From an optimization exercise on the open Yosys and OpenROAD flow, aimed at small area; shortcuts taken in it are not production practice.
At most, simulation tests tie the RTL to the original design; equivalence was not proved.
No functional check of the RTL was part of run 2.
Power figures rest on the tool's default switching activity, not on a simulated workload.

==> flow/design.v <==
module Car_Simulator_Top (
    input CLK,
    input RST,  
    input KEY_1, KEY_2, KEY_3, KEY_4, KEY_5, KEY_6,
    input KEY_7, KEY_8, KEY_9, KEY_STAR, KEY_0, KEY_SHARP,
    input [7:0] DIP_SW,
    output SPI_SCK, SPI_AD, SPI_DIN, input SPI_DOUT,
    output [7:0] SEG_DATA, SEG_COM,
    output PIEZO,
    output [7:0] LED,
    output LCD_RS, LCD_RW, LCD_E, output [7:0] LCD_DATA,
    output [7:0] SEG_1_DATA,
    output SERVO_PWM,
    output [3:0] FC_RED, output [3:0] FC_GREEN, output [3:0] FC_BLUE,
    output [3:0] STEP_MOTOR
);
    function [23:0] add;         
        input [23:0] a, b;
        input ci;
        integer i;
        reg c;
        begin
            c = ci;
            for (i = 0; i < 24; i = i + 1) begin
                add[i] = a[i] ^ b[i] ^ c;
                c = (a[i] & b[i]) | (a[i] & c) | (b[i] & c);
            end
        end
    endfunction
    function ge;                 
        input [23:0] a, b;
        integer i;
        reg c;
        begin
            c = 1'b1;
            for (i = 0; i < 24; i = i + 1)
                c = (a[i] & ~b[i]) | (a[i] & c) | (~b[i] & c);
            ge = c;
        end
    endfunction
    function [15:0] l16; input [15:0] s; l16 = {s[14:0], ~(s[15] ^ s[14] ^ s[12] ^ s[3])}; endfunction
    function [13:0] l14; input [13:0] s; l14 = {s[12:0], ~(s[13] ^ s[4] ^ s[2] ^ s[0])}; endfunction
    function [10:0] l11; input [10:0] s; l11 = {s[9:0], ~(s[10] ^ s[8])}; endfunction
    function [7:0]  l8;  input [7:0] s;  l8  = {s[6:0], ~(s[7] ^ s[5] ^ s[4] ^ s[3])}; endfunction
    function [6:0]  l7;  input [6:0] s;  l7  = {s[5:0], ~(s[6] ^ s[5])}; endfunction
    reg  [7:0] speed;
    reg  [1:0] gear;             
    wire gP = (gear == 2'd0);
    wire gR = (gear == 2'd1);
    wire gN = (gear == 2'd2);
    wire gD = (gear == 2'd3);
    wire spd0 = (speed == 8'd0);
    wire rst = RST | (KEY_8 & spd0 & gP & KEY_STAR & DIP_SW[7]);
    reg jr;                      
    always @(posedge CLK) jr <= rst;
    reg [7:0] c250;
    reg [1:0] c4;
    always @(posedge CLK) begin
        if (rst) begin c250 <= 0; c4 <= 0; end
        else if (c250 == 8'd249) begin c250 <= 0; c4 <= c4 + 1'b1; end
        else c250 <= add(c250, 0, 1'b1);
    end
    wire c0       = (c250 == 8'd0) & ~jr;
    wire tick_1s  = c0;
    wire tick_spd = c0 | (c250 == 8'd125);
    wire tick_scn = c0 | (c250 == 8'd50) | (c250 == 8'd100) | (c250 == 8'd150) | (c250 == 8'd200);
    reg [3:0] pwm;               
    always @(posedge CLK) begin
        if (rst || pwm == 4'd9) pwm <= 0;
        else pwm <= pwm + 1'b1;
    end
    reg [2:0] p;
    always @(posedge CLK) begin
        if (rst || p == 3'd5) p <= 0;
        else p <= p + 1'b1;
    end
    wire sck_rise = (p == 3'd3);
    wire sck_fall = (p == 3'd0) & ~jr;
    reg       spi_t;             
    reg [4:0] bcnt;
    reg       ch, prv;
    reg [7:0] sr;
    reg [7:0] accel_raw;
    reg [1:0] cds_cls;           
    wire spi_done = ~spi_t & (bcnt == 5'd17) & (p == 3'd4);
    always @(posedge CLK) begin
        if (spi_t & sck_rise & (bcnt >= 5'd4) & (bcnt <= 5'd11))
            sr <= {sr[6:0], SPI_DOUT};
    end
    always @(posedge CLK) begin
        if (rst) begin
            spi_t <= 0; bcnt <= 0; ch <= 0; prv <= 0; accel_raw <= 0; cds_cls <= 2'b01;
        end else begin
            if (!spi_t) begin
                if (spi_done) begin
                    if (prv) accel_raw <= sr;
                    else cds_cls <= {ge(sr, 161), ~ge(sr, 150)};
                    prv <= ch;
                    ch <= ~ch;
                end
                if (sck_fall) begin spi_t <= 1; bcnt <= 0; end
            end else if (sck_rise) begin
                bcnt <= bcnt + 1'b1;
                if (bcnt == 5'd16) spi_t <= 0;
            end
        end
    end
    assign SPI_SCK = p[2] | (p[1] & p[0]);
    assign SPI_AD  = ~spi_t;
    assign SPI_DIN = (bcnt == 5'd1) | (bcnt == 5'd7) | (bcnt == 5'd8) | (bcnt == 5'd11) |
                     (bcnt == 5'd12) | ((bcnt == 5'd6) & ch);
    reg [6:0] F;
    reg [1:0] fop;               
    wire F_ge8 = ge(F, 8);
    wire fuel_nz = (fop == 2'd0) ? (F != 7'd0) :
                   (fop == 2'd1) ? (F[6:1] != 6'd0) :
                   (fop == 2'd2) ? ge(F, 9) : 1'b0;
    wire [7:0] accel = fuel_nz ? accel_raw : 8'd0;
    wire accel_active = ge(accel, 11);
    wire [7:0] eff = ge(accel, 6) ? add(accel, ~18'd5, 1'b1) : 8'd0;
    reg [1:0] pst;               
    reg prev_key_0;
    wire engine_on = (pst == 2'd2);
    wire is_off = (pst == 2'd0);
    always @(posedge CLK) begin
        if (rst) begin
            pst <= 0; prev_key_0 <= 0;
        end else if (tick_spd) begin
            prev_key_0 <= KEY_0;
            if (engine_on && !fuel_nz) pst <= 2'd1;
            if (KEY_0 && !prev_key_0) begin
                case (pst)
                    2'd0: begin
                        if (KEY_STAR && gP) pst <= fuel_nz ? 2'd2 : 2'd1;
                        else pst <= 2'd1;
                    end
                    2'd1: begin
                        if (KEY_STAR && gP) begin
                            if (fuel_nz) pst <= 2'd2;
                        end else pst <= 2'd0;
                    end
                    2'd2: if (spd0) pst <= 2'd0;
                    default: ;
                endcase
            end
        end
    end
    reg [1:0] mgl;               
    reg prev_key_6, prev_key_sharp;
    always @(posedge CLK) begin
        if (rst) begin
            gear <= 2'd0; mgl <= 2'd3; prev_key_6 <= 0; prev_key_sharp <= 0;
        end else begin
            prev_key_6 <= KEY_6;
            prev_key_sharp <= KEY_SHARP;
            if (KEY_3 && spd0) gear <= 2'd0;
            else if (KEY_9) gear <= 2'd2;
            else if (DIP_SW[5]) begin
                if (KEY_6 && !prev_key_6) begin
                    if (mgl != 2'd3) mgl <= mgl + 1'b1;
                end else if (KEY_SHARP && !prev_key_sharp) begin
                    if (mgl[1]) mgl <= mgl - 1'b1;
                end
            end else begin
                if (KEY_6) begin
                    if (spd0) gear <= 2'd1;
                end else if (KEY_SHARP) begin
                    if (spd0) gear <= 2'd3;
                end
            end
        end
    end
    reg [1:0] jit;
    reg [7:0] smooth;
    wire eff_ge_sm = ge(eff, smooth);
    wire sm_ge_eff = ge(smooth, eff);
    always @(posedge CLK) begin
        if (rst) begin
            jit <= 0; smooth <= 0;
        end else if (tick_spd) begin
            jit <= jit + 1'b1;
            if (!sm_ge_eff) smooth <= eff;
            else if (!eff_ge_sm) begin
                if (smooth[7:3] != 5'd0) smooth <= {smooth[7:3] - 1'b1, smooth[2:0]};
                else smooth <= eff;
            end
        end
    end
    reg [13:0] rpm;
    reg ess_trig;
    reg [4:0] decel;
    reg [2:0] gear_num;
    wire side = DIP_SW[6];
    wire low_mode = DIP_SW[5];
    wire [7:0] power = (engine_on && gD) ? eff :
                       (engine_on && gR) ? {1'b0, eff[7:1]} : 8'd0;
    wire s_ge180 = ge(speed, 180);
    wire [9:0] radd = s_ge180 ? (side ? 10'd315 : 10'd105) : (side ? 10'd215 : 10'd5);
    wire [9:0] resist = add(speed, radd, 1'b0);
    wire pw_ge = ge(power, resist);
    wire rs_ge = ge(resist, power);
    wire pw_gt = ~rs_ge;
    wire pw_lt = ~pw_ge;
    wire can_up = ~ge(speed, 250) & ~ge(rpm, 7900);
    wire s_gt150 = ge(speed, 151);
    wire s_gt80  = ge(speed, 81);
    reg [4:0] dthr;              
    always @(*) begin
        case (gear_num)
            3'd6: dthr = ge(speed, 170) ? 5'd2 : ge(speed, 140) ? 5'd5 : 5'd20;
            3'd5: dthr = ge(speed, 120) ? 5'd8 : 5'd15;
            3'd4: dthr = 5'd10;
            3'd3: dthr = 5'd6;
            3'd2: dthr = 5'd3;
            3'd1: dthr = 5'd1;
            default: dthr = 5'd0;
        endcase
    end
    wire dec_ok = ge(decel, dthr);
    reg [7:0] sdel;
    reg szero, supd;
    always @(*) begin
        sdel = 8'd0; szero = 1'b0; supd = 1'b0;
        if (KEY_7) begin
            supd = 1'b1;
            if (s_gt150) sdel = 8'hfe;
            else if (s_gt80) sdel = 8'hfc;
            else if (ge(speed, 8)) sdel = 8'hf8;
            else szero = 1'b1;
        end else if (KEY_STAR) begin
            supd = 1'b1;
            if (s_gt150) sdel = 8'hff;
            else if (s_gt80) sdel = 8'hfe;
            else if (ge(speed, 3)) sdel = 8'hfd;
            else szero = 1'b1;
        end else if (pw_gt) begin
            if (gR && ge(speed, 50)) begin
            end else if (low_mode && gD && mgl == 2'd1 && ge(speed, 35)) begin
                if (speed != 8'd35) begin supd = 1'b1; sdel = 8'hff; end
            end else if (low_mode && gD && mgl == 2'd2 && ge(speed, 65)) begin
                if (speed != 8'd65) begin supd = 1'b1; sdel = 8'hff; end
            end else if (low_mode && gD && mgl == 2'd3 && ge(speed, 95)) begin
                if (speed != 8'd95) begin supd = 1'b1; sdel = 8'hff; end
            end else if (can_up) begin
                supd = 1'b1; sdel = 8'h01;
            end
        end else if (pw_lt) begin
            if (side) begin
                if (!spd0 && ge(decel, 2)) begin supd = 1'b1; sdel = 8'hff; end
            end else begin
                if (!spd0 && dec_ok) begin supd = 1'b1; sdel = 8'hff; end
            end
        end
    end
    wire [7:0] spd_next = szero ? 8'd0 : add(speed, sdel, 1'b0);
    always @(posedge CLK) begin
        if (rst) begin
            speed <= 0; ess_trig <= 0; decel <= 0; gear_num <= 3'd1;
        end else if (tick_spd) begin
            if (supd) speed <= spd_next;
            if (KEY_7) begin
                ess_trig <= ge(speed, 51);
            end else if (KEY_STAR) begin
                ess_trig <= 0;
            end else begin
                ess_trig <= 0;
                if (pw_gt) begin
                    decel <= 0;
                end else if (pw_lt) begin
                    if (side) begin
                        if (!spd0) begin
                            if (ge(decel, 2)) decel <= 0;
                            else decel <= decel + 1'b1;
                        end
                    end else begin
                        if (!spd0 && dec_ok) decel <= 0;
                        else decel <= decel + 1'b1;
                    end
                end else begin
                    decel <= 0;
                end
                if (gD) begin
                    if (eff == 8'd0) begin
                        if (!ge(speed, 20)) gear_num <= 3'd1;
                        else if (!ge(speed, 31)) gear_num <= 3'd2;
                        else if (!ge(speed, 50)) gear_num <= 3'd3;
                        else if (!ge(speed, 71)) gear_num <= 3'd4;
                        else if (!ge(speed, 105)) gear_num <= 3'd5;
                        else gear_num <= 3'd6;
                    end else begin
                        case (gear_num)
                            3'd1: if (ge(speed, 25)) gear_num <= 3'd2;
                            3'd2: begin
                                if (!ge(speed, 20)) gear_num <= 3'd1;
                                else if (ge(speed, 36)) gear_num <= 3'd3;
                            end
                            3'd3: begin
                                if (!ge(speed, 31)) gear_num <= 3'd2;
                                else if (ge(speed, 55)) gear_num <= 3'd4;
                            end
                            3'd4: begin
                                if (!ge(speed, 50)) gear_num <= 3'd3;
                                else if (ge(speed, 76)) gear_num <= 3'd5;
                            end
                            3'd5: begin
                                if (!ge(speed, 71)) gear_num <= 3'd4;
                                else if (ge(speed, 110)) gear_num <= 3'd6;
                            end
                            3'd6: if (!ge(speed, 105)) gear_num <= 3'd5;
                            default: gear_num <= 3'd1;
                        endcase
                    end
                    if (low_mode && gear_num > {1'b0, mgl}) gear_num <= {1'b0, mgl};
                end else begin
                    gear_num <= 3'd1;
                end
            end
        end
    end
    wire [9:0] s3 = add({speed, 1'b0}, speed, 1'b0);
    reg [12:0] bx, by;
    always @(*) begin
        case (gear_num)
            3'd1: begin bx = {s3, 4'b0}; by = {speed, 1'b0}; end      
            3'd2: begin bx = {s3, 3'b0}; by = {s3, 1'b0}; end         
            3'd3: begin bx = {speed, 4'b0}; by = {speed, 2'b0}; end   
            3'd4: begin bx = {s3, 2'b0}; by = s3; end                 
            3'd5: begin bx = {s3, 2'b0}; by = 13'd0; end              
            3'd6: begin bx = {s3, 1'b0}; by = s3; end                 
            default: begin bx = 13'd400; by = 13'd0; end
        endcase
    end
    wire [12:0] bh = add(bx, by, 1'b0);
    wire [12:0] bh2 = (~ge(bh, 400) | ge(bh, 5001)) ? 13'd400 : bh;
    wire [12:0] hsum = add(bh2, smooth, jit[1]);
    wire [11:0] pn = ge(accel, 160) ? 12'd4000 : add(12'd800, add({accel, 4'b0}, {accel, 2'b0}, 1'b0), 1'b0);
    always @(*) begin
        if (!engine_on) rpm = 14'd0;
        else if (gP || gN) rpm = {pn[11:2], jit};
        else if (ge(hsum, 4001) || (hsum == 13'd4000 && jit[0])) rpm = 14'd8000;
        else rpm = {hsum, jit[0]};
    end
    function [3:0] a3;           
        input [3:0] d;
        begin
            a3[3] = d[3] | (d[2] & (d[1] | d[0]));
            a3[2] = (d[2] & ~d[1] & ~d[0]) | (d[3] & d[0]);
            a3[1] = (d[1] & ~d[2] & ~d[3]) | (d[2] & d[1] & d[0]) | (d[3] & ~d[0]);
            a3[0] = (d[0] & ~d[2] & ~d[3]) | (d[2] & d[1] & ~d[0]) | (d[3] & ~d[0]);
        end
    endfunction
    function [15:0] bcd13;
        input [12:0] v;
        integer i;
        reg [15:0] b;
        begin
            b = 0;
            for (i = 12; i >= 0; i = i - 1) begin
                b[3:0] = a3(b[3:0]);
                b[7:4] = a3(b[7:4]);
                b[11:8] = a3(b[11:8]);
                b[15:12] = a3(b[15:12]);
                b = {b[14:0], v[i]};
            end
            bcd13 = b;
        end
    endfunction
    function [11:0] bcd8;
        input [7:0] v;
        integer i;
        reg [11:0] b;
        begin
            b = 0;
            for (i = 7; i >= 0; i = i - 1) begin
                b[3:0] = a3(b[3:0]);
                b[7:4] = a3(b[7:4]);
                b[11:8] = a3(b[11:8]);
                b = {b[10:0], v[i]};
            end
            bcd8 = b;
        end
    endfunction
    wire [15:0] rpm_bcd = bcd13(rpm[12:0]);
    wire [6:0] rpm_div100 = add(add({rpm_bcd[15:12], 3'b0}, {rpm_bcd[15:12], 1'b0}, 1'b0), rpm_bcd[11:8], 1'b0);
    reg [12:0] fuel_acc;
    reg [7:0]  temp;
    reg [4:0]  temp_acc;
    reg [16:0] dist_acc;
    reg        odo_p;            
    wire rpm_gt3500 = ge(rpm, 3501);
    reg tact, tup, tclr;
    reg [4:0] tthr;
    always @(*) begin
        tact = 1'b0; tup = 1'b0; tclr = 1'b0; tthr = 5'd20;
        if (engine_on && rpm_gt3500) begin
            tact = ~ge(temp, 130); tup = 1'b1; tthr = 5'd3;
        end else if (engine_on) begin
            if (!ge(temp, 90)) begin tact = 1'b1; tup = 1'b1; tthr = 5'd10; end
            else if (temp != 8'd90) begin tact = 1'b1; tthr = 5'd15; end
            else tclr = 1'b1;
        end else begin
            tact = ge(temp, 26);
        end
    end
    reg dsub;
    wire dact = engine_on & ~spd0;
    reg [16:0] dop;
    reg dstep;
    always @(*) begin
        dstep = dact;
        case (c250)
            8'd246: dop = dsub ? 17'h1d8f0 : {1'b0, speed, 8'b0};
            8'd247: begin dop = {speed, 4'b0}; dstep = dact & ~dsub; end
            8'd248: begin dop = {speed, 2'b0}; dstep = dact & ~dsub; end
            8'd249: begin dop = {speed, 1'b0}; dstep = dact & ~dsub; end
            default: begin dop = 17'd0; dstep = 1'b0; end
        endcase
    end
    always @(posedge CLK) begin
        if (rst) begin
            dist_acc <= 0; dsub <= 0;
        end else begin
            if (c250 == 8'd245) dsub <= ge(dist_acc, 10000);
            if (dstep) dist_acc <= add(dist_acc, dop, 1'b0);
        end
    end
    always @(posedge CLK) begin
        if (rst) begin
            F <= 7'd100; fop <= 0; fuel_acc <= 0; temp <= 8'd25; temp_acc <= 0; odo_p <= 0;
        end else begin
            if (fop == 2'd3) F <= 0;
            else if (fop != 2'd0) F <= add(F, fop[1] ? 7'h78 : 7'h7f, 1'b0);
            fop <= 0;
            odo_p <= 0;
            if (tick_1s) begin
                odo_p <= dact & dsub;
                if (KEY_8) begin
                    fop <= F_ge8 ? 2'd2 : 2'd3;
                end else if (engine_on) begin
                    if (ge(fuel_acc, 5000)) begin
                        if (F != 0) fop <= 2'd1;
                        fuel_acc <= 0;
                    end else
                        fuel_acc <= add(add(fuel_acc, eff, 1'b0), add(rpm_div100, 18'd10, 1'b0), 1'b0);
                end
                if (tact) begin
                    if (ge(temp_acc, tthr)) begin
                        temp <= add(temp, tup ? 8'h01 : 8'hff, 1'b0);
                        temp_acc <= 0;
                    end else temp_acc <= add(temp_acc, 0, 1'b1);
                end else if (tclr) temp_acc <= 0;
            end
        end
    end
    reg [19:0] odo;
    reg [15:0] odo_w;
    function [3:0] dinc;
        input [3:0] d;
        dinc = (d == 4'd9) ? 4'd0 : add(d, 0, 1'b1);
    endfunction
    wire [4:0] o9 = {odo[19:16] == 4'd9, odo[15:12] == 4'd9, odo[11:8] == 4'd9,
                     odo[7:4] == 4'd9, odo[3:0] == 4'd9};
    always @(posedge CLK) begin
        if (rst) begin
            odo <= 0; odo_w <= 0;
        end else if (odo_p) begin
            if (odo_w == 16'h5fee && odo == 20'h67295) begin      
                odo <= 0; odo_w <= 0;
            end else begin
                odo[3:0] <= dinc(odo[3:0]);
                if (o9[0]) odo[7:4] <= dinc(odo[7:4]);
                if (&o9[1:0]) odo[11:8] <= dinc(odo[11:8]);
                if (&o9[2:0]) odo[15:12] <= dinc(odo[15:12]);
                if (&o9[3:0]) odo[19:16] <= dinc(odo[19:16]);
                if (&o9) odo_w <= l16(odo_w);
            end
        end
    end
    reg ess_active;
    reg [1:0] ess_timer;
    always @(posedge CLK) begin
        if (rst) begin
            ess_active <= 0; ess_timer <= 0;
        end else if (ess_trig) begin
            ess_active <= 1; ess_timer <= 2'd3;
        end else if (ess_active) begin
            if (accel_active) begin ess_active <= 0; ess_timer <= 0; end
            else if (ess_timer == 0) ess_active <= 0;
            else if (tick_1s) ess_timer <= ess_timer - 1'b1;
        end
    end
    reg [15:0] blink;
    reg blink_on;
    always @(posedge CLK) begin
        if (rst || blink == 16'h290f) begin
            blink <= 0; blink_on <= 1;
        end else begin
            blink <= l16(blink);
            if (blink == 16'h5801) blink_on <= 0;
        end
    end
    wire led_l = (DIP_SW[0] | DIP_SW[2] | ess_active) & blink_on;
    wire led_r = (DIP_SW[1] | DIP_SW[2] | ess_active) & blink_on;
    reg is_dark;
    always @(posedge CLK) begin
        if (rst) is_dark <= 0;
        else if (cds_cls[0]) is_dark <= 1;
        else if (cds_cls[1]) is_dark <= 0;
    end
    wire head_on = DIP_SW[3] | is_dark;
    wire high_on = head_on & DIP_SW[4];
    wire brake = KEY_7 | KEY_STAR;
    wire pwm70 = ~ge(pwm, 7);
    wire pwm30 = ~ge(pwm, 3);
    wire tail_outer = brake | (head_on & pwm30);
    wire tail_inner = gR ? pwm70 : tail_outer;
    wire [7:0] led_port = {led_l, led_l, tail_outer, tail_inner, tail_inner, tail_outer, led_r, led_r};
    assign LED = engine_on ? led_port : ((led_port & 8'b11000011) | (brake ? 8'b00111100 : 8'b0));
    wire [3:0] fc = engine_on ? {head_on, head_on, high_on, high_on} : 4'd0;
    assign FC_RED = fc;
    assign FC_GREEN = fc;
    assign FC_BLUE = fc;
    reg [10:0] st_cnt;           
    reg st_g900;                 
    reg st_tick;
    reg [7:0] pos;               
    reg [3:0] step_out;
    wire st_wrap = is_off ? (st_cnt == 11'h293) : st_g900;
    always @(posedge CLK) begin
        if (rst) begin
            st_cnt <= 0; st_g900 <= 0; st_tick <= 0;
        end else if (st_wrap) begin
            st_cnt <= 0; st_g900 <= 0; st_tick <= 1;
        end else begin
            st_cnt <= l11(st_cnt); st_tick <= 0;
            if (st_cnt == 11'h69f) st_g900 <= 1;
        end
    end
    wire pos_neg = pos[7];
    wire pos_zero = (pos == 8'd0);
    reg pdn, pmv;
    always @(*) begin
        pdn = 1'b0; pmv = 1'b0;
        if (KEY_4 && !KEY_5) begin pdn = 1'b1; pmv = (pos != 8'hb5); end          
        else if (KEY_5 && !KEY_4) pmv = (pos != 8'd75);                           
        else if (KEY_2) begin pdn = ~pos_neg; pmv = ~pos_zero; end
    end
    always @(posedge CLK) begin
        if (rst) begin
            pos <= 0; step_out <= 0;
        end else if (st_tick) begin
            if (pmv) pos <= add(pos, pdn ? 8'hff : 8'h01, 1'b0);
            case (pos[2:0])
                3'd0: step_out <= 4'b1000;
                3'd1: step_out <= 4'b1100;
                3'd2: step_out <= 4'b0100;
                3'd3: step_out <= 4'b0110;
                3'd4: step_out <= 4'b0010;
                3'd5: step_out <= 4'b0011;
                3'd6: step_out <= 4'b0001;
                3'd7: step_out <= 4'b1001;
            endcase
        end
    end
    assign STEP_MOTOR = step_out;
    wire [9:0] sp5 = add({speed, 2'b0}, speed, 1'b0);
    wire [15:0] sp133 = add({speed, 7'b0}, sp5, 1'b0);
    wire [7:0] pw_raw = add(sp133[15:8], 18'd25, 1'b0);
    wire [7:0] pw = ge(pw_raw, 126) ? 8'd125 : pw_raw;
    reg servo;
    always @(posedge CLK) begin
        if (rst) servo <= 0;
        else servo <= (c4 == 2'd0) & ~ge(c250, pw);
    end
    assign SERVO_PWM = servo;
    reg [2:0] scan_idx;
    wire disp_rst = rst | is_off;
    always @(posedge CLK) begin
        if (disp_rst) scan_idx <= 0;
        else if (tick_scn) scan_idx <= scan_idx + 1'b1;
    end
    wire [7:0] rval = DIP_SW[7] ? temp : (engine_on ? speed : 8'd0);
    wire [11:0] r_bcd = bcd8(rval);
    function [7:0] enc;
        input [3:0] d;
        begin
            case (d)
                4'h0: enc = 8'b0011_1111;
                4'h1: enc = 8'b0000_0110;
                4'h2: enc = 8'b0101_1011;
                4'h3: enc = 8'b0100_1111;
                4'h4: enc = 8'b0110_0110;
                4'h5: enc = 8'b0110_1101;
                4'h6: enc = 8'b0111_1101;
                4'h7: enc = 8'b0000_0111;
                4'h8: enc = 8'b0111_1111;
                4'h9: enc = 8'b0110_1111;
                default: enc = 8'b0000_0000;
            endcase
        end
    endfunction
    reg [3:0] digit;
    reg blank;
    always @(*) begin
        blank = 1'b0;
        case (scan_idx)
            3'd0: digit = r_bcd[3:0];
            3'd1: begin digit = r_bcd[7:4]; blank = (r_bcd[11:4] == 8'd0); end
            3'd2: begin digit = r_bcd[11:8]; blank = (r_bcd[11:8] == 4'd0); end
            3'd3: begin digit = 4'd0; blank = 1'b1; end
            3'd4: digit = rpm_bcd[3:0];
            3'd5: begin digit = rpm_bcd[7:4]; blank = (rpm_bcd[15:4] == 12'd0); end
            3'd6: begin digit = rpm_bcd[11:8]; blank = (rpm_bcd[15:8] == 8'd0); end
            default: begin digit = rpm_bcd[15:12]; blank = (rpm_bcd[15:12] == 4'd0); end
        endcase
    end
    assign SEG_DATA = (disp_rst | blank) ? 8'h00 : enc(digit);
    assign SEG_COM = disp_rst ? 8'hFF : ~(8'd1 << scan_idx);
    reg [7:0] seg1;
    always @(*) begin
        if (disp_rst) seg1 = 8'h00;
        else if (DIP_SW[7] && gD) begin
            case (gear_num)
                3'd1: seg1 = 8'b0110_0000;
                3'd2: seg1 = 8'b1101_1010;
                3'd3: seg1 = 8'b1111_0010;
                3'd4: seg1 = 8'b0110_0110;
                3'd5: seg1 = 8'b1011_0110;
                3'd6: seg1 = 8'b0011_1110;
                default: seg1 = 8'b0000_0000;
            endcase
        end else begin
            case (gear)
                2'd0: seg1 = 8'hCE;
                2'd1: seg1 = 8'h0A;
                2'd2: seg1 = 8'h2A;
                default: begin
                    if (low_mode) begin
                        case (mgl)
                            2'd1: seg1 = 8'b0110_0000;
                            2'd2: seg1 = 8'b1101_1010;
                            2'd3: seg1 = 8'b1111_0010;
                            default: seg1 = 8'h7A;
                        endcase
                    end else seg1 = 8'h7A;
                end
            endcase
        end
    end
    assign SEG_1_DATA = seg1;
    reg prev_eng, prev_off;
    reg [15:0] etmr, ktmr;
    reg emsg, kmsg;
    wire estart = engine_on & ~prev_eng;
    wire kstart = ~is_off & prev_off;
    always @(posedge CLK) begin
        etmr <= estart ? 16'd0 : l16(etmr);
        ktmr <= kstart ? 16'd0 : l16(ktmr);
    end
    always @(posedge CLK) begin
        if (rst) begin
            prev_eng <= 0; emsg <= 0; prev_off <= 1; kmsg <= 0;
        end else begin
            prev_eng <= engine_on;
            if (!engine_on) emsg <= 0;
            else if (!prev_eng) emsg <= 1;
            else if (etmr == 16'h9487) emsg <= 0;
            prev_off <= is_off;
            if (is_off) kmsg <= 0;
            else if (prev_off) kmsg <= 1;
            else if (ktmr == 16'h9487) kmsg <= 0;
        end
    end
    reg emsg_l, kmsg_l, side_l;
    always @(posedge CLK) begin
        emsg_l <= emsg; kmsg_l <= kmsg; side_l <= side;
    end
    wire off_l = prev_off;
    function [7:0] dch;          
        input [3:0] d;
        dch = {4'h3, d};
    endfunction
    wire [11:0] f_bcd = bcd8({1'b0, F});
    reg [7:0] ch1, ch2;
    reg [3:0] cidx;
    always @(*) begin
        if (off_l) ch1 = " ";
        else if (emsg_l) begin
            case (cidx)
                4'd3: ch1 = "E"; 4'd4: ch1 = "N"; 4'd5: ch1 = "G"; 4'd6: ch1 = "I";
                4'd7: ch1 = "N"; 4'd8: ch1 = "E"; 4'd10: ch1 = "O"; 4'd11: ch1 = "N";
                4'd12: ch1 = "!";
                default: ch1 = " ";
            endcase
        end else if (kmsg_l) begin
            case (cidx)
                4'd4: ch1 = "K"; 4'd5: ch1 = "E"; 4'd6: ch1 = "Y";
                4'd8: ch1 = "O"; 4'd9: ch1 = "N";
                default: ch1 = " ";
            endcase
        end else begin
            case (cidx)
                4'd0: ch1 = "O"; 4'd1: ch1 = "D"; 4'd2: ch1 = "O"; 4'd3: ch1 = ":";
                4'd5: ch1 = dch(odo[19:16]); 4'd6: ch1 = dch(odo[15:12]);
                4'd7: ch1 = dch(odo[11:8]); 4'd8: ch1 = dch(odo[7:4]); 4'd9: ch1 = dch(odo[3:0]);
                4'd11: ch1 = "k"; 4'd12: ch1 = "m";
                default: ch1 = " ";
            endcase
        end
    end
    always @(*) begin
        if (off_l || emsg_l || kmsg_l) ch2 = " ";
        else if (side_l) begin
            case (cidx)
                4'd3: ch2 = "S"; 4'd4: ch2 = "I"; 4'd5: ch2 = "D"; 4'd6: ch2 = "E";
                4'd8: ch2 = "O"; 4'd9: ch2 = "N"; 4'd10: ch2 = "!";
                default: ch2 = " ";
            endcase
        end else begin
            case (cidx)
                4'd1: ch2 = "F"; 4'd2: ch2 = "U"; 4'd3: ch2 = "E"; 4'd4: ch2 = "L"; 4'd5: ch2 = ":";
                4'd7: ch2 = f_bcd[8] ? "1" : " ";
                4'd8: ch2 = dch(f_bcd[7:4]); 4'd9: ch2 = dch(f_bcd[3:0]);
                4'd11: ch2 = "%";
                4'd13, 4'd14: ch2 = ge(F, 15) ? " " : "!";
                default: ch2 = " ";
            endcase
        end
    end
    localparam [3:0] S_POW = 0, S_I1 = 1, S_I2 = 2, S_I3 = 3, S_FS = 4, S_DOFF = 5, S_CLR = 6,
                     S_ENT = 7, S_DON = 8, S_IDLE = 9, S_L1C = 10, S_L1W = 11, S_L2C = 12,
                     S_L2W = 13, S_IDLE2 = 14;
    reg [3:0] lst;
    reg [10:0] lcnt;             
    reg lcd_e, lcd_rs;
    reg [7:0] lcd_data;
    reg [10:0] lend;             
    always @(*) begin
        case (lst)
            S_POW: lend = 11'h3a7;                           
            S_I1: lend = 11'h77c;                            
            S_I2: lend = 11'h3fe;                            
            S_CLR, S_ENT: lend = 11'h438;                    
            S_IDLE, S_L1C: lend = 11'h027;                   
            S_L1W, S_L2C, S_L2W, S_IDLE2: lend = 11'h1fc;    
            default: lend = 11'h01f;                         
        endcase
    end
    always @(posedge CLK) begin
        if (rst || (prev_off && !is_off)) begin
            lst <= S_POW; lcnt <= 0; cidx <= 0; lcd_e <= 0; lcd_rs <= 0; lcd_data <= 0;
        end else if (lcnt != lend) begin
            lcnt <= l11(lcnt);
            if (lst != S_POW && lcnt == 11'h01f) lcd_e <= 1;           
            else if (lcnt == 11'h7cf) lcd_e <= 0;                      
        end else begin
            lcnt <= 0;
            case (lst)
                S_POW: lst <= S_I1;
                S_I1: begin lcd_rs <= 0; lcd_data <= 8'h30; lst <= S_I2; end
                S_I2: begin lcd_rs <= 0; lcd_data <= 8'h30; lst <= S_I3; end
                S_I3: begin lcd_rs <= 0; lcd_data <= 8'h30; lst <= S_FS; end
                S_FS: begin lcd_rs <= 0; lcd_data <= 8'h38; lst <= S_DOFF; end
                S_DOFF: begin lcd_rs <= 0; lcd_data <= 8'h08; lst <= S_CLR; end
                S_CLR: begin lcd_rs <= 0; lcd_data <= 8'h01; lst <= S_ENT; end
                S_ENT: begin lcd_rs <= 0; lcd_data <= 8'h06; lst <= S_DON; end
                S_DON: begin lcd_rs <= 0; lcd_data <= 8'h0C; lst <= S_IDLE; end
                S_IDLE, S_IDLE2: lst <= S_L1C;
                S_L1C: begin lcd_rs <= 0; lcd_data <= 8'h80; cidx <= 0; lst <= S_L1W; end
                S_L1W: begin
                    lcd_rs <= 1; lcd_data <= ch1;
                    if (cidx != 4'd15) cidx <= cidx + 1'b1; else lst <= S_L2C;
                end
                S_L2C: begin lcd_rs <= 0; lcd_data <= 8'hC0; cidx <= 0; lst <= S_L2W; end
                S_L2W: begin
                    lcd_rs <= 1; lcd_data <= ch2;
                    if (cidx != 4'd15) cidx <= cidx + 1'b1; else lst <= S_IDLE2;
                end
                default: ;
            endcase
        end
    end
    assign LCD_RS = lcd_rs;
    assign LCD_RW = 1'b0;
    assign LCD_E = lcd_e;
    assign LCD_DATA = lcd_data;
    wire rev_on = gR & engine_on;
    reg [5:0] note_idx;
    reg [13:0] note_tmr;         
    reg [6:0] tone_p;
    reg rev_act;
    reg [6:0] note_tab;
    always @(*) begin
        case (note_idx)
            6'd0, 6'd2, 6'd4, 6'd24, 6'd26, 6'd28: note_tab = 7'd38;
            6'd1, 6'd3, 6'd25, 6'd27: note_tab = 7'd40;
            6'd5, 6'd14, 6'd15, 6'd19, 6'd29, 6'd38, 6'd39, 6'd43: note_tab = 7'd51;
            6'd6, 6'd30: note_tab = 7'd43;
            6'd7, 6'd20, 6'd21, 6'd31, 6'd42: note_tab = 7'd48;
            6'd8, 6'd9, 6'd13, 6'd32, 6'd33, 6'd37, 6'd44, 6'd45: note_tab = 7'd57;
            6'd11, 6'd35: note_tab = 7'd96;
            6'd12, 6'd17, 6'd23, 6'd36, 6'd41: note_tab = 7'd76;
            6'd18: note_tab = 7'd60;
            default: note_tab = 7'd0;
        endcase
    end
    always @(posedge CLK) begin
        if (rst || !rev_on) begin
            note_idx <= 0; note_tmr <= 0; tone_p <= 0; rev_act <= 0;
        end else begin
            rev_act <= 1;
            if (note_tmr == 14'h14fa) begin
                note_tmr <= 0;
                if (note_idx == 6'd45) note_idx <= 0; else note_idx <= note_idx + 1'b1;
            end else note_tmr <= l14(note_tmr);
            tone_p <= note_tab;
        end
    end
    reg [7:0] rev_cnt;
    reg rev_wave;
    always @(posedge CLK) begin
        if (rst || !(rev_act && tone_p != 0)) begin
            rev_wave <= 0; rev_cnt <= 0;
        end else begin
            if (ge(rev_cnt, {tone_p, 1'b0})) rev_cnt <= 0; else rev_cnt <= add(rev_cnt, 0, 1'b1);
            rev_wave <= ~ge(rev_cnt, tone_p[6:2]);
        end
    end
    wire turn_sig = led_l | led_r;
    reg prev_turn;
    reg [7:0] click_cnt;         
    reg click_run, click_act, is_tick;
    wire click_load = (turn_sig != prev_turn) & ~click_run;
    always @(posedge CLK) click_cnt <= click_load ? 8'd0 : l8(click_cnt);
    always @(posedge CLK) begin
        if (rst) begin
            prev_turn <= 0; click_run <= 0; click_act <= 0; is_tick <= 0;
        end else begin
            prev_turn <= turn_sig;
            if (turn_sig != prev_turn) is_tick <= turn_sig;
            if (click_load) click_run <= 1;
            else if (click_cnt == 8'h67) click_run <= 0;                 
            click_act <= click_run;
        end
    end
    reg [5:0] ctone_cnt;
    reg click_wave;
    always @(posedge CLK) begin
        if (rst || !click_act) begin
            click_wave <= 0; ctone_cnt <= 0;
        end else begin
            if (ge(ctone_cnt, is_tick ? 6'd26 : 6'd32)) ctone_cnt <= 0; else ctone_cnt <= ctone_cnt + 1'b1;
            click_wave <= ~ge(ctone_cnt, is_tick ? 6'd3 : 6'd4);
        end
    end
    reg [6:0] horn_cnt;          
    reg horn_lt31;
    reg horn_wave;
    always @(posedge CLK) begin
        if (rst || !KEY_1) begin
            horn_wave <= 0; horn_cnt <= 0; horn_lt31 <= 1;
        end else begin
            if (horn_cnt == 7'h20) begin
                horn_cnt <= 0; horn_lt31 <= 1;
            end else begin
                horn_cnt <= l7(horn_cnt);
                if (horn_cnt == 7'h43) horn_lt31 <= 0;
            end
            horn_wave <= horn_lt31;
        end
    end
    reg [9:0] eng_cnt;
    reg [8:0] eng_per;
    reg eng_wave;
    wire [8:0] q20 = add(add({rpm_div100, 2'b0}, rpm_div100, 1'b0), rpm_bcd[7:5], 1'b0);
    reg corr;
    always @(*) begin
        case (rpm_bcd[3:0])
            4'd3: corr = ge(q20, 358);
            4'd4: corr = ge(q20, 307);
            4'd5: corr = ge(q20, 256);
            4'd6: corr = ge(q20, 204);
            4'd7: corr = ge(q20, 153);
            4'd8: corr = ge(q20, 102);
            4'd9: corr = ge(q20, 51);
            default: corr = 1'b0;
        endcase
        corr = corr & rpm_bcd[4];
    end
    always @(posedge CLK) begin
        if (rst) begin
            eng_wave <= 0; eng_cnt <= 0; eng_per <= 0;
        end else if (engine_on) begin
            eng_per <= add(9'd400, ~q20, ~corr);
            if (ge(eng_cnt, {eng_per, 1'b0})) eng_cnt <= 0; else eng_cnt <= add(eng_cnt, 0, 1'b1);
            eng_wave <= ~ge(eng_cnt, eng_per[8:4]);
        end else begin
            eng_wave <= 0; eng_cnt <= 0;
        end
    end
    assign PIEZO = KEY_1 ? horn_wave :
                   click_act ? click_wave :
                   rev_act ? rev_wave :
                   engine_on ? eng_wave : 1'b0;
endmodule
==> flow/run.sh <==
#!/bin/bash
# synth_recipe.tcl (not shown) runs the flow's synth.tcl, then flattens the netlist and writes it again
# the make line also repeats each setting of config.mk as NAME=value (left out here)
make -C /OpenROAD-flow-scripts/flow DESIGN_CONFIG=/design/flow/config.mk WORK_HOME=/design/flow/orfs CLKGATE_MAP_FILE= SYNTH_SCRIPT=/design/flow/synth_recipe.tcl finish
==> flow/config.mk <==
export PLATFORM = sky130hd
export DESIGN_NAME = Car_Simulator_Top
export DESIGN_NICKNAME = Car_Simulator_Top
export VERILOG_FILES = /design/flow/design.v
export SDC_FILE = /design/flow/constraint.sdc
export NUM_CORES = 4
export LEC_CHECK = 0
export ABC_AREA = 1
export CAP_MARGIN = 20
export CORE_MARGIN = 2
export CORE_UTILIZATION = 40
export SLEW_MARGIN = 20
==> flow/constraint.sdc <==
create_clock -name core_clock -period 125.0 [get_ports {CLK}]
set_input_delay 25.0000 -clock core_clock [delete_from_list [all_inputs] [get_ports {CLK}]]
set_output_delay 25.0000 -clock core_clock [all_outputs]
set_load 0.01 [all_outputs]
==> results of run 1 <==
[cell usage after synthesis, types with 6 or more instances]
library cell,n
fa_1,93
nand3_2,27
inv_2,36
nand4_1,65
xor2_1,35
dfxtp_1,380
a211oi_1,37
o41ai_1,10
clkbuf_1,55
or2_2,22
a31oi_1,29
nand2_1,662
nor4_1,36
buf_1,8
nor3_1,62
edfxtp_1,8
o2111ai_1,9
nand2_2,42
a21oi_1,215
o211ai_1,31
o21ai_2,6
nor2_2,6
a221oi_1,15
inv_1,661
xnor2_1,19
o31ai_1,20
ha_1,201
o21a_1,6
buf_4,19
o21ai_1,10
o22ai_1,51
nand3_1,192
clkinv_1,11
nand3b_1,7
nor2_1,473
o21ai_0,217
nand2_4,8
o221ai_1,24
[flip-flops by register name (all words and copies together) (netlist names), 11 cells and up, named ones only]
name / count
note_tmr: 14
etmr: 16
ktmr: 16
odo: 20
lcnt: 11
odo_w: 16
blink: 16
fuel_acc: 13
st_cnt: 11
dist_acc: 16
[where the power goes]
| part | switching [W] | internal, W | leakage [nW] |
|---|---|---|---|
| combinational | 0.0000468 | 0.0000264 | 9.80 |
| clock | 0.0000555 | 0.0000851 | 0.787 |
| sequential | 0.00000548 | 0.000133 | 3.15 |
[metal layers]
metal / vias to the layer above / GRT usage
li1: 12900 / -
met1: 11600 / 0.277
met2: 560 / 0.332
met3: 99 / 0.0224
met4: 0 / 0.0560
met5: - / 0
[cells by family after synthesis]
| logic type | after synthesis | synth area share |
|---|---|---|
| AO/OA/AOI/OAI | 720 | 0.158 |
| AND/OR/NAND/NOR | 1626 | 0.265 |
| flip-flops | 388 | 0.287 |
| other | 1 | 0.000137 |
| buffers and inverters | 792 | 0.111 |
| XOR/XNOR | 54 | 0.0173 |
| adder cells (fa/ha/maj) | 299 | 0.162 |
[through the flow]
step	hold WS [ns]	std cells	utilization
finish	0.325	4863	0.455
global route	0.333	4863	0.455
CTS	0.325	4862	0.455
detailed placement	0.369	4779	0.431
global placement	0.372	4779	0.431
floorplan	0.330	3882	-
[layout by cell type (no fill, tap or decap), types with 11 or more instances in the layout]
cell type / synthesis / routed
a211oi_1: 37 / 37
a21oi_1: 215 / 215
a221oi_1: 15 / 15
a31oi_1: 29 / 29
buf_4: 19 / 24
clkbuf_16: 0 / 46
clkdlybuf4s50_1: 0 / 83
clkinv_1: 11 / 11
dfxtp_1: 380 / 380
fa_1: 93 / 93
ha_1: 201 / 201
inv_1: 661 / 660
inv_2: 36 / 37
nand2_1: 662 / 661
nand2_2: 42 / 42
nand3_1: 192 / 192
nand3_2: 27 / 27
nand4_1: 65 / 65
nor2_1: 473 / 473
nor3_1: 62 / 62
nor4_1: 36 / 36
o211ai_1: 31 / 31
o21ai_0: 217 / 217
o221ai_1: 24 / 24
o22ai_1: 51 / 51
o31ai_1: 20 / 20
or2_2: 22 / 22
xnor2_1: 19 / 19
xor2_1: 35 / 35
[area by class of cell]
class / instances / area [sq um]
Clock buffer: 62 / 1290
Tap cell: 873 / 1090
Fill cell: 6904 / 36800
Timing Repair Buffer: 107 / 1010
Inverter: 709 / 2660
Sequential cell: 388 / 7850
Clock inverter: 21 / 299
Antenna cell: 1 / 2.50
Multi-Input combinational cell: 2702 / 16500
[path summary, 6_finish.rpt]
check,start,endpoint,slack [ns],cells after the start
worst max register to register,speed[1],eng_per[7],105.97,102
worst min register to register,emsg,emsg_l,0.33,0
worst min-delay path,emsg,emsg_l,0.33,0
worst max-delay path,DIP_SW[7],SEG_DATA[3],69.84,32
==> results.yml, run 1 <==
cells_and_area:
  area_growth_pct: 12.2
  drive_gt1_frac: 0.0664
  nets: 4271
  final_cell_area_sq_um: 30700
placed_design:
  dpl_cell_area_sq_um: 29100
  hpwlAfterDp_um: 54600
  place_ws_ns: 69.90
  gp_congestion: 0.930
  portBuffers: 83
detailed_routing:
  routed_wl_um: 70900
  wl_met1_um: 34300
  met3_length_um: 3180
  dr.first_iter.drc_count: 1609
  viasPerCell: 5.17
  drtPass1Iterations: 6
  dr.max_layer_used: "met4"
  num_vias: 25200
  antenna_left: 0
  drc_errors: 0
  wl_met2_um: 31800
  post_drt_wl_per_cell_um: 14.6
grt:
  gr-usage-all-layers: 0.201
  overflow: 0
  grt_pass1_wl_um: 118000
  grt_pass1_vias: 23500
  antenna_found_initial: 2
  grt_max_degree: 51
clock_network:
  postCtsSetupBuffers: 0
  cts_tree: "built"
  clock_latency_ns: 0.61
  clockBufferDepth: 3
  cts_sinks: 388
  cts_buffers: 46
  cts_resized: 0
  path_clk_slew_ns: 0.06
  hold_buffers: 0
  clockRootBuffer: "clkbuf_16"
  cts-htree-levels: 2
timing:
  min_period_ns: 55.16
  fmax_mhz: 18.1
  clock-skew-final_ns: 0.0685
  maxSlewViolCount: 0
  period_share: 0.441
  max-slew-margin-rel: 0.268
  tns_ns: 0
  rsz0062_at_grt: "no"
  final_critical_path_setup_slack_ns: 69.84
  setup_viol: 0
  worstMarginPinSlew_ns: 1.09
  hold_viol_final: 0
critical_path:
  critPathKind: "input pin to output pin"
  critPathBufInv: 9
  max_stage_delay_ns: 0.54
  crit_path_max_fanout: 16
  cp-end-kind: "output pin"
  critPathArrivalTime_ns: 30.16
  cp_slowest_cell: "clkdlybuf4s50_1"
  cpMostUsedCell: "nand2_1"
  critPathRequiredTime_ns: 100.00
  cp_top_family: "buffers and inverters"
  critPathLaunchType: "input pin"
power_and_ir_drop:
  total_power_w: 0.000352
  peakVddDrop_mv: 0.00991
  powerDensity_nw_per_um2: 11.5
  power.leakage_nw: 13.7
die:
  die_h_um: 266
  die_area_sq_um: 70600
  core_sq_um: 67500
  fp.dieW_um: 266
  fp-row-count: 95
  ios: 87
  start_util: 0.406
min_path:
  holdCritPathClass: "register to register"
synthesis:
  synth_edf_count: 8
  synthArstFlopShare: 0
  synth_ff_type: "dfxtp_1"
  syn_area_sq_um: 27400
  ys_warn_count: 1
  synth_cell_types: 70
  synth_top_area_cell: "dfxtp_1"
  synth_area_leaders: "dfxtp_1 (28%), ha_1 (9.2%), nand2_1 (9.1%)"
  synth.avg_cell_area_sq_um: 7.06
  ys_ff_latch: 388
  seq_area_frac_synth: 0.287
  synthCells: 3880
  synth.top_cell.area_share: 0.278
outcome:
  outcome: "no timing/DRC/antenna violations"
job:
  cap_violations: 0
==> run 2: changes to the inputs <==
--- a/flow/design.v
+++ b/flow/design.v
@@ -545,21 +545,16 @@
         else if (KEY_5 && !KEY_4) pmv = (pos != 8'd75);                           
         else if (KEY_2) begin pdn = ~pos_neg; pmv = ~pos_zero; end
     end
+    wire [3:0] step_dec = {pos[2:0] == 3'd0 || pos[2:0] == 3'd1 || pos[2:0] == 3'd7,
+                           pos[2:0] == 3'd1 || pos[2:0] == 3'd2 || pos[2:0] == 3'd3,
+                           pos[2:0] == 3'd3 || pos[2:0] == 3'd4 || pos[2:0] == 3'd5,
+                           pos[2:0] == 3'd5 || pos[2:0] == 3'd6 || pos[2:0] == 3'd7};
     always @(posedge CLK) begin
         if (rst) begin
             pos <= 0; step_out <= 0;
         end else if (st_tick) begin
             if (pmv) pos <= add(pos, pdn ? 8'hff : 8'h01, 1'b0);
-            case (pos[2:0])
-                3'd0: step_out <= 4'b1000;
-                3'd1: step_out <= 4'b1100;
-                3'd2: step_out <= 4'b0100;
-                3'd3: step_out <= 4'b0110;
-                3'd4: step_out <= 4'b0010;
-                3'd5: step_out <= 4'b0011;
-                3'd6: step_out <= 4'b0001;
-                3'd7: step_out <= 4'b1001;
-            endcase
+            step_out <= step_dec;
         end
     end
     assign STEP_MOTOR = step_out;
@@ -584,19 +579,11 @@
     function [7:0] enc;
         input [3:0] d;
         begin
-            case (d)
-                4'h0: enc = 8'b0011_1111;
-                4'h1: enc = 8'b0000_0110;
-                4'h2: enc = 8'b0101_1011;
-                4'h3: enc = 8'b0100_1111;
-                4'h4: enc = 8'b0110_0110;
-                4'h5: enc = 8'b0110_1101;
-                4'h6: enc = 8'b0111_1101;
-                4'h7: enc = 8'b0000_0111;
-                4'h8: enc = 8'b0111_1111;
-                4'h9: enc = 8'b0110_1111;
-                default: enc = 8'b0000_0000;
-            endcase
+            enc = (d == 4'h0) ? 8'b0011_1111 : (d == 4'h1) ? 8'b0000_0110 :
+                  (d == 4'h2) ? 8'b0101_1011 : (d == 4'h3) ? 8'b0100_1111 :
+                  (d == 4'h4) ? 8'b0110_0110 : (d == 4'h5) ? 8'b0110_1101 :
+                  (d == 4'h6) ? 8'b0111_1101 : (d == 4'h7) ? 8'b0000_0111 :
+                  (d == 4'h8) ? 8'b0111_1111 : (d == 4'h9) ? 8'b0110_1111 : 8'b0000_0000;
         end
     endfunction
     reg [3:0] digit;
@@ -616,46 +603,30 @@
     end
     assign SEG_DATA = (disp_rst | blank) ? 8'h00 : enc(digit);
     assign SEG_COM = disp_rst ? 8'hFF : ~(8'd1 << scan_idx);
-    reg [7:0] seg1;
-    always @(*) begin
-        if (disp_rst) seg1 = 8'h00;
-        else if (DIP_SW[7] && gD) begin
-            case (gear_num)
-                3'd1: seg1 = 8'b0110_0000;
-                3'd2: seg1 = 8'b1101_1010;
-                3'd3: seg1 = 8'b1111_0010;
-                3'd4: seg1 = 8'b0110_0110;
-                3'd5: seg1 = 8'b1011_0110;
-                3'd6: seg1 = 8'b0011_1110;
-                default: seg1 = 8'b0000_0000;
-            endcase
-        end else begin
-            case (gear)
-                2'd0: seg1 = 8'hCE;
-                2'd1: seg1 = 8'h0A;
-                2'd2: seg1 = 8'h2A;
-                default: begin
-                    if (low_mode) begin
-                        case (mgl)
-                            2'd1: seg1 = 8'b0110_0000;
-                            2'd2: seg1 = 8'b1101_1010;
-                            2'd3: seg1 = 8'b1111_0010;
-                            default: seg1 = 8'h7A;
-                        endcase
-                    end else seg1 = 8'h7A;
-                end
-            endcase
-        end
-    end
+    wire [2:0] dnum = (DIP_SW[7] && gD) ? gear_num : (gD && low_mode) ? {1'b0, mgl} : 3'd0;
+    wire [7:0] seg1 = disp_rst ? 8'h00 :
+                      (dnum == 3'd1) ? 8'b0110_0000 : (dnum == 3'd2) ? 8'b1101_1010 :
+                      (dnum == 3'd3) ? 8'b1111_0010 : (dnum == 3'd4) ? 8'b0110_0110 :
+                      (dnum == 3'd5) ? 8'b1011_0110 : (dnum == 3'd6) ? 8'b0011_1110 :
+                      (DIP_SW[7] && gD) ? 8'h00 :
+                      gP ? 8'hCE : gR ? 8'h0A : gN ? 8'h2A : 8'h7A;
     assign SEG_1_DATA = seg1;
     reg prev_eng, prev_off;
-    reg [15:0] etmr, ktmr;
     reg emsg, kmsg;
+    reg [2:0] eph, kph;
+    reg [5:0] ecnt, kcnt;
     wire estart = engine_on & ~prev_eng;
     wire kstart = ~is_off & prev_off;
-    always @(posedge CLK) begin
-        etmr <= estart ? 16'd0 : l16(etmr);
-        ktmr <= kstart ? 16'd0 : l16(ktmr);
+    wire c1 = (c250 == 8'd1);
+    wire c126 = (c250 == 8'd126);
+    wire ematch = (c4 == eph[2:1]) & (eph[0] ? c126 : c1);
+    wire kmatch = (c4 == kph[2:1]) & (kph[0] ? c126 : c1);
+    function [5:0] l6; input [5:0] s; l6 = {s[4:0], ~(s[5] ^ s[4])}; endfunction
+    always @(posedge CLK) begin
+        if (estart) begin eph <= {c4, c126}; ecnt <= 0; end
+        else if (ematch) ecnt <= l6(ecnt);
+        if (kstart) begin kph <= {c4, c126}; kcnt <= 0; end
+        else if (kmatch) kcnt <= l6(kcnt);
     end
     always @(posedge CLK) begin
         if (rst) begin
@@ -664,11 +635,11 @@
             prev_eng <= engine_on;
             if (!engine_on) emsg <= 0;
             else if (!prev_eng) emsg <= 1;
-            else if (etmr == 16'h9487) emsg <= 0;
+            else if (ematch && ecnt == 6'h09) emsg <= 0;             
             prev_off <= is_off;
             if (is_off) kmsg <= 0;
             else if (prev_off) kmsg <= 1;
-            else if (ktmr == 16'h9487) kmsg <= 0;
+            else if (kmatch && kcnt == 6'h09) kmsg <= 0;
         end
     end
     reg emsg_l, kmsg_l, side_l;
@@ -681,52 +652,21 @@
         dch = {4'h3, d};
     endfunction
     wire [11:0] f_bcd = bcd8({1'b0, F});
-    reg [7:0] ch1, ch2;
     reg [3:0] cidx;
-    always @(*) begin
-        if (off_l) ch1 = " ";
-        else if (emsg_l) begin
-            case (cidx)
-                4'd3: ch1 = "E"; 4'd4: ch1 = "N"; 4'd5: ch1 = "G"; 4'd6: ch1 = "I";
-                4'd7: ch1 = "N"; 4'd8: ch1 = "E"; 4'd10: ch1 = "O"; 4'd11: ch1 = "N";
-                4'd12: ch1 = "!";
-                default: ch1 = " ";
-            endcase
-        end else if (kmsg_l) begin
-            case (cidx)
-                4'd4: ch1 = "K"; 4'd5: ch1 = "E"; 4'd6: ch1 = "Y";
-                4'd8: ch1 = "O"; 4'd9: ch1 = "N";
-                default: ch1 = " ";
-            endcase
-        end else begin
-            case (cidx)
-                4'd0: ch1 = "O"; 4'd1: ch1 = "D"; 4'd2: ch1 = "O"; 4'd3: ch1 = ":";
-                4'd5: ch1 = dch(odo[19:16]); 4'd6: ch1 = dch(odo[15:12]);
-                4'd7: ch1 = dch(odo[11:8]); 4'd8: ch1 = dch(odo[7:4]); 4'd9: ch1 = dch(odo[3:0]);
-                4'd11: ch1 = "k"; 4'd12: ch1 = "m";
-                default: ch1 = " ";
-            endcase
-        end
-    end
-    always @(*) begin
-        if (off_l || emsg_l || kmsg_l) ch2 = " ";
-        else if (side_l) begin
-            case (cidx)
-                4'd3: ch2 = "S"; 4'd4: ch2 = "I"; 4'd5: ch2 = "D"; 4'd6: ch2 = "E";
-                4'd8: ch2 = "O"; 4'd9: ch2 = "N"; 4'd10: ch2 = "!";
-                default: ch2 = " ";
-            endcase
-        end else begin
-            case (cidx)
-                4'd1: ch2 = "F"; 4'd2: ch2 = "U"; 4'd3: ch2 = "E"; 4'd4: ch2 = "L"; 4'd5: ch2 = ":";
-                4'd7: ch2 = f_bcd[8] ? "1" : " ";
-                4'd8: ch2 = dch(f_bcd[7:4]); 4'd9: ch2 = dch(f_bcd[3:0]);
-                4'd11: ch2 = "%";
-                4'd13, 4'd14: ch2 = ge(F, 15) ? " " : "!";
-                default: ch2 = " ";
-            endcase
-        end
-    end
+    localparam [127:0] L_ENG  = "   ENGINE ON!   ";
+    localparam [127:0] L_KEY  = "    KEY ON      ";
+    localparam [127:0] L_ODO  = "ODO: 00000 km   ";
+    localparam [127:0] L_SIDE = "   SIDE ON!     ";
+    localparam [127:0] L_FUEL = " FUEL:  00 %    ";
+    wire [127:0] odo_line = {L_ODO[127:88], 4'h3, odo[19:16], 4'h3, odo[15:12], 4'h3, odo[11:8],
+                             4'h3, odo[7:4], 4'h3, odo[3:0], L_ODO[47:0]};
+    wire [7:0] warn = ge(F, 15) ? " " : "!";
+    wire [127:0] fuel_line = {L_FUEL[127:72], f_bcd[8] ? "1" : " ", 4'h3, f_bcd[7:4], 4'h3, f_bcd[3:0],
+                              L_FUEL[47:24], warn, warn, L_FUEL[7:0]};
+    wire [127:0] line1 = off_l ? {16{8'h20}} : emsg_l ? L_ENG : kmsg_l ? L_KEY : odo_line;
+    wire [127:0] line2 = (off_l || emsg_l || kmsg_l) ? {16{8'h20}} : side_l ? L_SIDE : fuel_line;
+    wire [7:0] ch1 = line1[8 * (15 - cidx) +: 8];
+    wire [7:0] ch2 = line2[8 * (15 - cidx) +: 8];
     localparam [3:0] S_POW = 0, S_I1 = 1, S_I2 = 2, S_I3 = 3, S_FS = 4, S_DOFF = 5, S_CLR = 6,
                      S_ENT = 7, S_DON = 8, S_IDLE = 9, S_L1C = 10, S_L1W = 11, S_L2C = 12,
                      S_L2W = 13, S_IDLE2 = 14;
@@ -734,18 +674,13 @@
     reg [10:0] lcnt;             
     reg lcd_e, lcd_rs;
     reg [7:0] lcd_data;
-    reg [10:0] lend;             
-    always @(*) begin
-        case (lst)
-            S_POW: lend = 11'h3a7;                           
-            S_I1: lend = 11'h77c;                            
-            S_I2: lend = 11'h3fe;                            
-            S_CLR, S_ENT: lend = 11'h438;                    
-            S_IDLE, S_L1C: lend = 11'h027;                   
-            S_L1W, S_L2C, S_L2W, S_IDLE2: lend = 11'h1fc;    
-            default: lend = 11'h01f;                         
-        endcase
-    end
+    wire [10:0] lend = (lst == S_POW) ? 11'h3a7 :                                   
+                       (lst == S_I1) ? 11'h77c :                                    
+                       (lst == S_I2) ? 11'h3fe :                                    
+                       (lst == S_CLR || lst == S_ENT) ? 11'h438 :                   
+                       (lst == S_IDLE || lst == S_L1C) ? 11'h027 :                  
+                       (lst == S_L1W || lst == S_L2C || lst == S_L2W || lst == S_IDLE2) ? 11'h1fc :  
+                       11'h01f;                                                     
     always @(posedge CLK) begin
         if (rst || (prev_off && !is_off)) begin
             lst <= S_POW; lcnt <= 0; cidx <= 0; lcd_e <= 0; lcd_rs <= 0; lcd_data <= 0;
@@ -785,37 +720,38 @@
     assign LCD_E = lcd_e;
     assign LCD_DATA = lcd_data;
     wire rev_on = gR & engine_on;
-    reg [5:0] note_idx;
+    reg [5:0] ni;
+    reg nw;
+    wire [5:0] note_idx = nw ? ((ni == 6'd45) ? 6'd0 : ni + 1'b1) : ni;
     reg [13:0] note_tmr;         
-    reg [6:0] tone_p;
     reg rev_act;
-    reg [6:0] note_tab;
-    always @(*) begin
-        case (note_idx)
-            6'd0, 6'd2, 6'd4, 6'd24, 6'd26, 6'd28: note_tab = 7'd38;
-            6'd1, 6'd3, 6'd25, 6'd27: note_tab = 7'd40;
-            6'd5, 6'd14, 6'd15, 6'd19, 6'd29, 6'd38, 6'd39, 6'd43: note_tab = 7'd51;
-            6'd6, 6'd30: note_tab = 7'd43;
-            6'd7, 6'd20, 6'd21, 6'd31, 6'd42: note_tab = 7'd48;
-            6'd8, 6'd9, 6'd13, 6'd32, 6'd33, 6'd37, 6'd44, 6'd45: note_tab = 7'd57;
-            6'd11, 6'd35: note_tab = 7'd96;
-            6'd12, 6'd17, 6'd23, 6'd36, 6'd41: note_tab = 7'd76;
-            6'd18: note_tab = 7'd60;
-            default: note_tab = 7'd0;
-        endcase
-    end
+    function in_set;             
+        input [5:0] n;
+        input [63:0] set;
+        in_set = set[n];
+    endfunction
+    wire [6:0] note_tab =
+        in_set(ni, 64'h0000000015000015) ? 7'd38 :                  
+        in_set(ni, 64'h000000000a00000a) ? 7'd40 :                  
+        in_set(ni, 64'h000008c02008c020) ? 7'd51 :                  
+        in_set(ni, 64'h0000000040000040) ? 7'd43 :                  
+        in_set(ni, 64'h0000040080300080) ? 7'd48 :                  
+        in_set(ni, 64'h0000302300002300) ? 7'd57 :                  
+        in_set(ni, 64'h0000000800000800) ? 7'd96 :                  
+        in_set(ni, 64'h0000021000821000) ? 7'd76 :                  
+        in_set(ni, 64'h0000000000040000) ? 7'd60 : 7'd0;            
+    wire note_end = (note_tmr == 14'h14fa);
     always @(posedge CLK) begin
         if (rst || !rev_on) begin
-            note_idx <= 0; note_tmr <= 0; tone_p <= 0; rev_act <= 0;
+            ni <= 0; nw <= 0; note_tmr <= 0; rev_act <= 0;
         end else begin
             rev_act <= 1;
-            if (note_tmr == 14'h14fa) begin
-                note_tmr <= 0;
-                if (note_idx == 6'd45) note_idx <= 0; else note_idx <= note_idx + 1'b1;
-            end else note_tmr <= l14(note_tmr);
-            tone_p <= note_tab;
+            ni <= note_idx;
+            nw <= note_end;
+            note_tmr <= note_end ? 14'd0 : l14(note_tmr);
         end
     end
+    wire [6:0] tone_p = note_tab;
     reg [7:0] rev_cnt;
     reg rev_wave;
     always @(posedge CLK) begin
==> flow/flow/run.sh (new file) <==
#!/bin/bash
# Own layout flow: the standard synthesis, then the combinational logic is
# re-mapped with a stronger ABC script (every flip-flop of the standard synthesis
# is kept, with its name and cell), then the standard flow from floorplan to
# the final layout, with small port buffers and a clock tree without dummy loads.
set -euo pipefail
W=$PWD
P=${FLOW_PLATFORM:-sky130hd}
LIB=$FLOW_HOME/platforms/$P/lib/sky130_fd_sc_hd__tt_025C_1v80.lib
R=$W/orfs/results/$P/Car_Simulator_Top/base
L=$W/orfs/logs/$P/Car_Simulator_Top/base

# 1. standard synthesis
bash standard.sh synth > $W/log_1_standard_synth.log 2>&1
cp $R/1_2_yosys.v $W/synth_standard.v

# 2. combinational cell models from the liberty file
yosys -q -l $W/log_2_cells.log -p "read_liberty -ignore_miss_func $LIB; write_verilog -noattr $W/allcells.v" > /dev/null 2>&1
python3 $W/flow/comb_cells.py $W/allcells.v $W/comb_cells.v > $W/log_3_comb_cells.log 2>&1

# 3. re-map (same don't-use cells as the standard synthesis)
DU=$(grep -o "abc -script.*" $L/1_2_yosys.log | head -1 | grep -o -- "-dont_use [^ ]*" | tr '\n' ' ' || true)
sed -e "s|{LIB}|$LIB|g" -e "s|{IN}|$W/synth_standard.v|" -e "s|{TOP}|$FLOW_TOP|" \
    -e "s|{CELLS}|$W/comb_cells.v|" -e "s|{ABC}|$W/flow/area.abc|" -e "s|{DONTUSE}|$DU|" \
    -e "s|{STAT}|$W/synth_remap_stat.txt|" -e "s|{OUT}|$W/synth_remap.v|" $W/flow/remap.ys > $W/remap.ys
yosys -l $W/log_4_remap.log -s $W/remap.ys > /dev/null 2>&1
cp $W/synth_remap.v $R/1_2_yosys.v
rm -f $R/1_synth.odb $R/1_synth.sdc

# 4. standard flow from the re-mapped netlist
export BUFFER_PORTS_ARGS="-buffer_cell sky130_fd_sc_hd__buf_1"
export CTS_ARGS="-sink_clustering_enable -repair_clock_nets -dont_use_dummy_load -buf_list sky130_fd_sc_hd__clkbuf_16 -sink_clustering_size 30 -sink_clustering_max_diameter 100"
bash standard.sh finish > $W/log_5_standard_flow.log 2>&1
==> flow/flow/area.abc (new file) <==
strash
&get -n
&deepsyn -T 90
&put
dch -f
map -a
topo
==> flow/flow/comb_cells.py (new file) <==
# Keep only the combinational cell models from a Verilog dump of the liberty file.
import re, sys
src = open(sys.argv[1]).read()
mods = re.findall(r'(module\s+(\S+?)\s*\(.*?endmodule)', src, re.S)
keep = [body for body, name in mods
        if not re.search(r'\breg\b|always|\$_DFF|\$_DLATCH|\$dff|\$dlatch|\$_SR', body)]
open(sys.argv[2], 'w').write('\n'.join(keep) + '\n')
print(len(keep), 'combinational cell models of', len(mods))
==> flow/flow/remap.ys (new file) <==
# Re-map the combinational logic of the standard synthesis; flip-flops are kept as they are.
read_liberty -lib {LIB}
read_verilog {IN}
hierarchy -top {TOP}
techmap -map {CELLS}
techmap
opt -fast -purge
abc -script {ABC} -liberty {LIB} {DONTUSE}
opt_clean -purge
setundef -zero
hilomap -singleton -hicell sky130_fd_sc_hd__conb_1 HI -locell sky130_fd_sc_hd__conb_1 LO
splitnets
opt_clean -purge
insbuf -buf sky130_fd_sc_hd__buf_1 A X
rename -hide w:*.*
opt_clean -purge
check -assert
tee -o {STAT} stat -liberty {LIB}
write_verilog -noattr -nohex -nodec {OUT}
==> flow/standard.sh (new file) <==
#!/bin/bash
# synth_recipe.tcl (not shown) runs the flow's synth.tcl, then flattens the netlist and writes it again
# the make line also repeats each setting of config.mk as NAME=value (left out here)
make -C /OpenROAD-flow-scripts/flow DESIGN_CONFIG=/design/flow/config.mk WORK_HOME=/design/flow/orfs CLKGATE_MAP_FILE= SYNTH_SCRIPT=/design/flow/synth_recipe.tcl "${@:-finish}"
removed: flow/run.sh
==> run 2 against run 1 <==
Compared with the run above: register-to-register slack gained 0.73 ns; flip-flop and latch count shrank 36; count of clock-buffer cells in the layout shrank 42; synthesized cell count shrank 11%; critical path depth shrank 2; clock skew shrank 0.012 ns; clock power shrank 54%; critical endpoint is now SEG_DATA[6]; highest routed layer unchanged.
==> results.yml, run 2 <==
critical_path:
  critPathLaunchType: "input pin"
  critPathArrivalTime_ns: 29.77
  cp-end-kind: "output pin"
  r2r-start: "speed[1]"
  critPathRequiredTime_ns: 100.00
  cp_slowest_cell: "a21boi_0"
  max_stage_delay_ns: 0.39
  critPathKind: "input pin to output pin"
  worst-r2r-setup-slack_ns: 106.70
  r2r_cells: 107
  r2r_end: "fuel_acc[10]"
min_path:
  hp-start: "emsg"
  holdCritPathClass: "register to register"
  holdPathStages: 0
  worstHoldEndpoint: "emsg_l"
synthesis:
  synthCells: 3438
  syn_area_sq_um: 21600
  ys_warn_count: 1
power_and_ir_drop:
  swShare: 0.310
  p_clk_frac: 0.286
  peakVddDrop_mv: 0.00839
  powerDensity_nw_per_um2: 9.80
  switchingPower_w: 0.0000707
clock_network:
  clockRootBuffer: "clkbuf_16"
  clockBufferDepth: 3
  cts_tree: "built"
  postCtsSetupBuffers: 0
  cts_buffers: 20
  cts_resized: 0
  path_clk_slew_ns: 0.11
grt:
  grt_pass1_wl_um: 106000
  gr-usage-all-layers: 0.226
  grt_pass1_vias: 20900
  antenna_found_initial: 1
  grt_max_degree: 43
timing:
  hold_viol_final: 0
  max-slew-margin-rel: 0.353
  fmax_mhz: 18.3
  tns_ns: 0
  maxSlewViolCount: 0
  whs_ns: 0.362
  setup_viol: 0
  clock-skew-final_ns: 0.0569
  min_period_ns: 54.77
  worstMarginPinSlew_ns: 0.968
  rsz0062_at_grt: "no"
die:
  core_sq_um: 53600
  start_util: 0.403
  fp.dieW_um: 236
  fp-row-count: 85
  ios: 87
placed_design:
  place_ws_ns: 70.32
  hpwlAfterDp_um: 50100
  dpl_cell_area_sq_um: 22800
  gp_congestion: 0.969
  portBuffers: 83
detailed_routing:
  post_drt_wl_per_cell_um: 15.3
  dr.first_iter.drc_count: 1727
  drtPass1Iterations: 7
  routed_wl_um: 64400
  viasPerCell: 5.37
  num_vias: 22600
cells_and_area:
  fin_util: 0.435
  largest_register: "odo"
  nFillCells: 5749
  final_cell_area_sq_um: 23300
  area_growth_pct: 7.77
  drive_gt1_frac: 0.0219
  final_cell_mix: "nor2_1 (682), clkinv_1 (621), nand2_1 (472)"
  nets: 3542
outcome:
  outcome: "no timing/DRC/antenna violations"
==> run 2: power by group through the flow <==
stage	sequential, W	combinational [W]	clock [W]
after floorplan	0.000121	0.0000314	0
after global placement	0.000122	0.0000432	0
after detailed placement	0.000122	0.0000430	0
after CTS	0.000119	0.0000432	0.0000685
after global routing	0.000120	0.0000491	0.0000720
final	0.000119	0.0000438	0.0000654
==> run 2: through the flow <==
stage               std cells  total power, W
detailed placement       4193        0.000165
floorplan                3440        0.000152
finish                   4215        0.000228
global route             4213        0.000241
CTS                      4213        0.000231
global placement         4193        0.000165
==> run 2: worst max path at each step <==
| stage | to | cells past startpoint | slack, ns | startpoint |
|---|---|---|---|---|
| 6_report | SEG_DATA[6] | 30 | 70.23 | DIP_SW[7] |
| 3_3_place_gp | SEG_DATA[6] | 32 | 70.27 | DIP_SW[7] |
| 5_1_grt | SEG_DATA[3] | 33 | 69.56 | DIP_SW[7] |
| 4_1_cts | SEG_DATA[6] | 30 | 70.30 | DIP_SW[7] |
| 3_5_place_dp | SEG_DATA[6] | 30 | 70.32 | DIP_SW[7] |
| 2_1_floorplan | SEG_DATA[3] | 12 | 69.02 | KEY_STAR |
==> run 2: routing by layer <==
metal / vias to the layer above / wire length [um] / track usage
met5: - / 0 / 0
met4: 0 / 2480 / 0.0903
met3: 138 / 3580 / 0.0267
met2: 637 / 28700 / 0.375
met1: 10200 / 29600 / 0.300
li1: 11700 / - / -
==> run 2: area by class of cell <==
| class | instances | area, sq um | share of cell area |
|---|---|---|---|
| multi-input cells | 2421 | 11900 | 0.513 |
| well taps | 696 | 871 | 0.0374 |
| flip-flops and latches | 352 | 7190 | 0.308 |
| repair buffers | 102 | 454 | 0.0195 |
| inverters | 622 | 2330 | 0.100 |
| diodes | 2 | 5.00 | 0.000215 |
| clock buffers | 20 | 500 | 0.0215 |
==> run 2: worst max-delay path, delay by kind of cell <==
| family | cells | cell delay [ns] |
|---|---|---|
| xor+xnor | 1 | 0.27 |
| buf+inv | 9 | 1.39 |
| compound gates | 8 | 1.65 |
| simple gates | 12 | 1.43 |

Re-timed with assumed drivers on the ports (clkbuf_16 on the clock, buf_2 on other inputs), run 2 has 70.209 ns of setup slack against 70.234 ns with ideal ports, and 70.209 ns once port delays also move by the mid clock arrival of 0.595 ns.
